What follows belongs to an exercise in optimizing a design on an open flow for small area; a production flow would make more cautious choices.
The RTL was checked by simulation tests, not by an equivalence proof against the original design.
Power is estimated from default activity; no workload was simulated.

Design censor_rtl, start of the top module:
module censor_rtl(
    input clock,
    input reset,
    input enable,
    input bloom_write,
    input [7:0] char_in,
    output [7:0] char_out,
    output data_ready
    );
    localparam NFLAG = 22;       
    wire space_in = (char_in == 8'h20);
    wire take_text = enable & ~bloom_write;
    wire [7:0] crc, hash;
    wire hit;
    wire [7:0] oldest, next_oldest;
    wire hash_load = enable & ~reset & ~space_in;
    wire hash_hold = ~enable & ~reset;
    crc8_rtl crc8(clock, hash_load, hash_hold, char_in, crc);
    pearson8_rtl pearson8(clock, hash_load, hash_hold, char_in, hash);
    bloom_filter_rtl bloom_filter(clock, reset, ~reset & enable & bloom_write & space_in, crc, hash, hit);
    fifo_rtl #(.DEPTH(44)) line(clock, take_text, char_in, oldest, next_oldest);
    reg [5:0] count;
    assign data_ready = count[5] & count[3] & count[2];
    always @(posedge clock)
        if (reset) count <= 6'd0;
        else if (take_text & ~data_ready) count <= count + 6'd1;
    reg in_word;
    always @(posedge clock)
        if (reset) in_word <= 1'b0;
        else if (enable) in_word <= space_in ? 1'b0 : (in_word | ~bloom_write);
    wire push = take_text & space_in & in_word;
    wire out_space = (oldest == 8'h20);
    wire next_space = (next_oldest == 8'h20);
    wire pop = take_text & data_ready & ~out_space & next_space;
    reg [NFLAG-1:0] flags;
    reg [4:0] nflags;
    always @(posedge clock)
        if (push) flags <= {flags[NFLAG-2:0], hit};
    always @(posedge clock)
        if (reset) nflags <= 5'd0;
        else if (push & ~pop) nflags <= nflags + 5'd1;
        else if (pop & ~push) nflags <= nflags - 5'd1;
    wire [4:0] head_idx = nflags - 5'd1;
    wire head = flags[head_idx];
  ...
For scale: about 2500 cells after synthesis, about 910 flip-flops, about 21 I/O pins.
Settings: LEC_CHECK=0, CAP_MARGIN=20, CORE_MARGIN=2, CORE_UTILIZATION=55, CTS_BUF_LIST=sky130_fd_sc_hd__clkbuf_8, CTS_CLUSTER_DIAMETER=80, CTS_CLUSTER_SIZE=16, PLACE_DENSITY=0.7, SLEW_MARGIN=20, SYNTH_HIERARCHICAL=1; clock period 10.0 ns.
run.sh (not shown) runs the stock make flow with config.mk's settings and CLKGATE_MAP_FILE= SYNTH_SCRIPT=/design/flow/synth_recipe.tcl, a recipe that flattens the netlist after the stock synthesis.
The first run produced a clean layout.
Next try:
==> flow/flow/run.sh (new file) <==
#!/bin/bash
# The standard layout (standard.sh: ORFS synthesis through finish), with
# two changes passed to ORFS through its own variables:
#  - clock tree synthesis with clkbuf_8 buffers, clusters of at most 16 sinks
#    within 80 um, and no dummy loads;
#  - input and output ports are buffered with buf_1 cells (repair may still
#    resize them).
# make's full output goes to standard.log here; ORFS writes each step's log
# under orfs/logs/.
set -euo pipefail
export CTS_ARGS="-sink_clustering_enable -repair_clock_nets -sink_clustering_size 16 -sink_clustering_max_diameter 80 -buf_list sky130_fd_sc_hd__clkbuf_8 -dont_use_dummy_load"
export BUFFER_PORTS_ARGS="-buffer_cell sky130_fd_sc_hd__buf_1"
bash standard.sh > standard.log 2>&1
==> flow/standard.sh (new file) <==
#!/bin/bash
# synth_recipe.tcl (not shown) runs the flow's synth.tcl, then flattens the netlist and writes it again
# the make line also repeats each setting of config.mk as NAME=value (left out here)
make -C /OpenROAD-flow-scripts/flow DESIGN_CONFIG=/design/flow/config.mk WORK_HOME=/design/flow/orfs CLKGATE_MAP_FILE= SYNTH_SCRIPT=/design/flow/synth_recipe.tcl "${@:-finish}"
removed: flow/run.sh
Outcome: This time the run finished but failed the layout checks on max-slew violations. Clock-buffer cell count goes down by 1. Worst setup slack improved by 0.35 ns. Synthesized area stays the same. Cell area is lower by 0.93%. Via count goes up by 0.41%. Die area does not change. Synthesized cell count stays the same. Sequential power is about the same. Global-route usage came out higher by 0.22 points. Register-to-register slack improves by 0.25 ns.
Next try:
--- a/flow/flow/run.sh
+++ b/flow/flow/run.sh
@@ -4 +4 @@
-#  - clock tree synthesis with clkbuf_8 buffers, clusters of at most 16 sinks
+#  - clock tree synthesis with clkbuf_8 buffers, clusters of at most 18 sinks
@@ -11 +11 @@
-export CTS_ARGS="-sink_clustering_enable -repair_clock_nets -sink_clustering_size 16 -sink_clustering_max_diameter 80 -buf_list sky130_fd_sc_hd__clkbuf_8 -dont_use_dummy_load"
+export CTS_ARGS="-sink_clustering_enable -repair_clock_nets -sink_clustering_size 18 -sink_clustering_max_diameter 80 -buf_list sky130_fd_sc_hd__clkbuf_8 -dont_use_dummy_load"
--- a/flow/config.mk
+++ b/flow/config.mk
@@ -10 +10 @@
-export CORE_UTILIZATION = 55
+export CORE_UTILIZATION = 60
@@ -13,3 +13,3 @@
-export CTS_CLUSTER_SIZE = 16
-export PLACE_DENSITY = 0.7
-export SLEW_MARGIN = 20
+export CTS_CLUSTER_SIZE = 18
+export PLACE_DENSITY = 0.75
+export SLEW_MARGIN = 40
Effect: This time the run completed without violations; global-route usage rose by 0.74 points; worst hold slack degrades by 0.0074 ns; non-clock buffer count is unchanged; power fell by about 2%; design area is lower by 0.62%; sequential power hardly moves; first-iteration DRC count climbs by 13%; critical path depth increases by 5; sequential share of layout area rises by 0.40 points; utilization came out higher by 5.2 points; setup slack loses 0.21 ns.

* * *

try-xenon:
Starting RTL as in the previous note.
export LEC_CHECK = 0
export CAP_MARGIN = 20
export CORE_MARGIN = 2
export CORE_UTILIZATION = 55
export CTS_BUF_LIST = sky130_fd_sc_hd__clkbuf_8
export CTS_CLUSTER_DIAMETER = 80
export CTS_CLUSTER_SIZE = 18
export PLACE_DENSITY = 0.7
export SLEW_MARGIN = 40
export SYNTH_HIERARCHICAL = 1
create_clock -name core_clock -period 10.0 [get_ports {clock}]
standard.sh (not shown) runs the stock make flow with config.mk's settings and CLKGATE_MAP_FILE= SYNTH_SCRIPT=/design/flow/synth_recipe.tcl, a recipe that flattens the netlist after the stock synthesis.
==> flow/flow/run.sh <==
#!/bin/bash
# The standard layout (standard.sh: ORFS synthesis through finish), with
# two changes passed to ORFS through its own variables:
#  - clock tree synthesis with clkbuf_8 buffers, clusters of at most 18 sinks
#    within 80 um, and no dummy loads;
#  - input and output ports are buffered with buf_1 cells (repair may still
#    resize them).
# make's full output goes to standard.log here; ORFS writes each step's log
# under orfs/logs/.
set -euo pipefail
export CTS_ARGS="-sink_clustering_enable -repair_clock_nets -sink_clustering_size 18 -sink_clustering_max_diameter 80 -buf_list sky130_fd_sc_hd__clkbuf_8 -dont_use_dummy_load"
export BUFFER_PORTS_ARGS="-buffer_cell sky130_fd_sc_hd__buf_1"
bash standard.sh > standard.log 2>&1
Having completed the whole flow, try-xenon delivered a layout that passed the timing, design-rule and antenna checks.
What try-umber does differently from try-xenon at the input level:
Settings: PLACE_DENSITY changed from 0.7 to 0.8; CTS_CLUSTER_SIZE changed from 18 to 16; CORE_UTILIZATION changed from 55 to 65.
==> flow/flow/run.sh <==
#!/bin/bash
# The standard layout (standard.sh: ORFS synthesis through finish), with
# two changes passed to ORFS through its own variables:
#  - clock tree synthesis with clkbuf_8 buffers, clusters of at most 16 sinks
#    within 80 um, and no dummy loads;
#  - input and output ports are buffered with buf_1 cells (repair may still
#    resize them).
# make's full output goes to standard.log here; ORFS writes each step's log
# under orfs/logs/.
set -euo pipefail
export CTS_ARGS="-sink_clustering_enable -repair_clock_nets -sink_clustering_size 16 -sink_clustering_max_diameter 80 -buf_list sky130_fd_sc_hd__clkbuf_8 -dont_use_dummy_load"
export BUFFER_PORTS_ARGS="-buffer_cell sky130_fd_sc_hd__buf_1"
bash standard.sh > standard.log 2>&1
Results
A kind of critical path of in2reg is what try-umber shows, while reg2out belongs to try-xenon. The area of all placed cells without fillers was comparable across try-umber and try-xenon. Going from try-xenon to try-umber, met3 usage in global routing rose 2.2 points; count of H-tree levels built during CTS increased by 1 relative to the old numbers; residual antenna-violating net count after detailed routing shows no meaningful change. Detailed-route wire length on metal 1: try-umber vs try-xenon down 1.6%. Relative contribution of the clock network to total power for try-umber: 1.1 points up relative to try-xenon. Summary: with try-xenon as the reference, routed wire length in try-umber moved down slightly. Going from try-xenon to try-umber, share of the clock period used by the worst path now sits higher; fraction of standard cell area that is sequential saw little to no change; post-route minimum period went up by 0.27 ns. On try-umber: initial core utilization is 10 points higher than what try-xenon gave.
--- input diff try-umber..try-maple ---
Settings: PLACE_DENSITY: 0.8 -> 0.7; CORE_UTILIZATION: 65 -> 55.
## What came out
Power share of the combinational group in try-maple is 0.4 points lower than in try-umber. Between try-umber and try-maple, combinational-cell power consumption is higher for try-umber, try-maple comes in under that. try-umber and try-maple all finish clean. For try-umber, the critical path class was in2reg, unlike try-maple, where it was reg2out. In the floorplan summary, try-maple is listed with a die area greater than that of try-umber. Going from try-umber to try-maple, delay contributed by the slowest stage of the critical path level; horizontal extent of the die went up by about 9%; initial core utilization dropped 10 points; global-route usage dropped 4.2 points; leakage power summed over all cells saw little to no change.
The following lists how try-fjord was set up differently from try-maple:
Settings: changing CORE_UTILIZATION from 55 to 60; changing PLACE_DENSITY from 0.7 to 0.75.
Results
~same combined area of the multi-input logic cells in try-maple and try-fjord. Delta (try-fjord minus try-maple): wire length on met1 went down, power after layout went down, met2 usage went down, met3 track demand over resource in global routing went up, power dissipated in combinational cells did not really move. In terms of share of synthesized registers carrying an async set or reset, try-maple and try-fjord differ only marginally. Between try-maple and try-fjord, the difference in power in sequential cells is negligible. For try-fjord, the standard cell with the maximum stage delay on the critical path was nor2_1, unlike try-maple, where it was dfxtp_1. The aggregate routed wire length of try-fjord falls short of that of try-maple by 5.6%. Compared with try-maple, try-fjord supports a lower clock frequency.

## re-timing with driven ports
The flow's constraints put no driver on any port. The routed layouts listed below were extracted and timed again, unchanged, in two steps.
Step 1 assumes that a clkbuf_16 drives the clock port and a buf_2 every other input.
Step 2 also shifts input and output timing later by t, the mid clock arrival at the registers, as if the neighbouring blocks saw the same clock.
Slacks: ideal ports / drivers / drivers and shift; pairs: ideal ports / drivers.
run | shift t [ns] | setup slack, ns | worst setup path at the end | cell pins on the clock port's net
the first run of note 1 | 0.720 | 4.334 / 4.278 / 3.688 | input to register | 1
the second run of note 1 | 0.689 | 4.682 / 4.627 / 4.048 | input to register | 1
the third run of note 1 | 0.726 | 4.470 / 4.499 / 3.773 | input to register | 1
try-xenon | 0.728 | 4.691 / 4.636 / 4.093 | input to register | 1
try-umber | 0.715 | 4.419 / 4.459 / 3.745 | input to register | 1
try-maple | 0.711 | 4.714 / 4.659 / 4.084 | input to register | 1
try-fjord | 0.682 | 4.465 / 4.494 / 3.811 | input to register | 1
The setup slack of the third run of note 1, which loses most, moves by +0.029 ns with the drivers and by -0.697 ns with both steps.
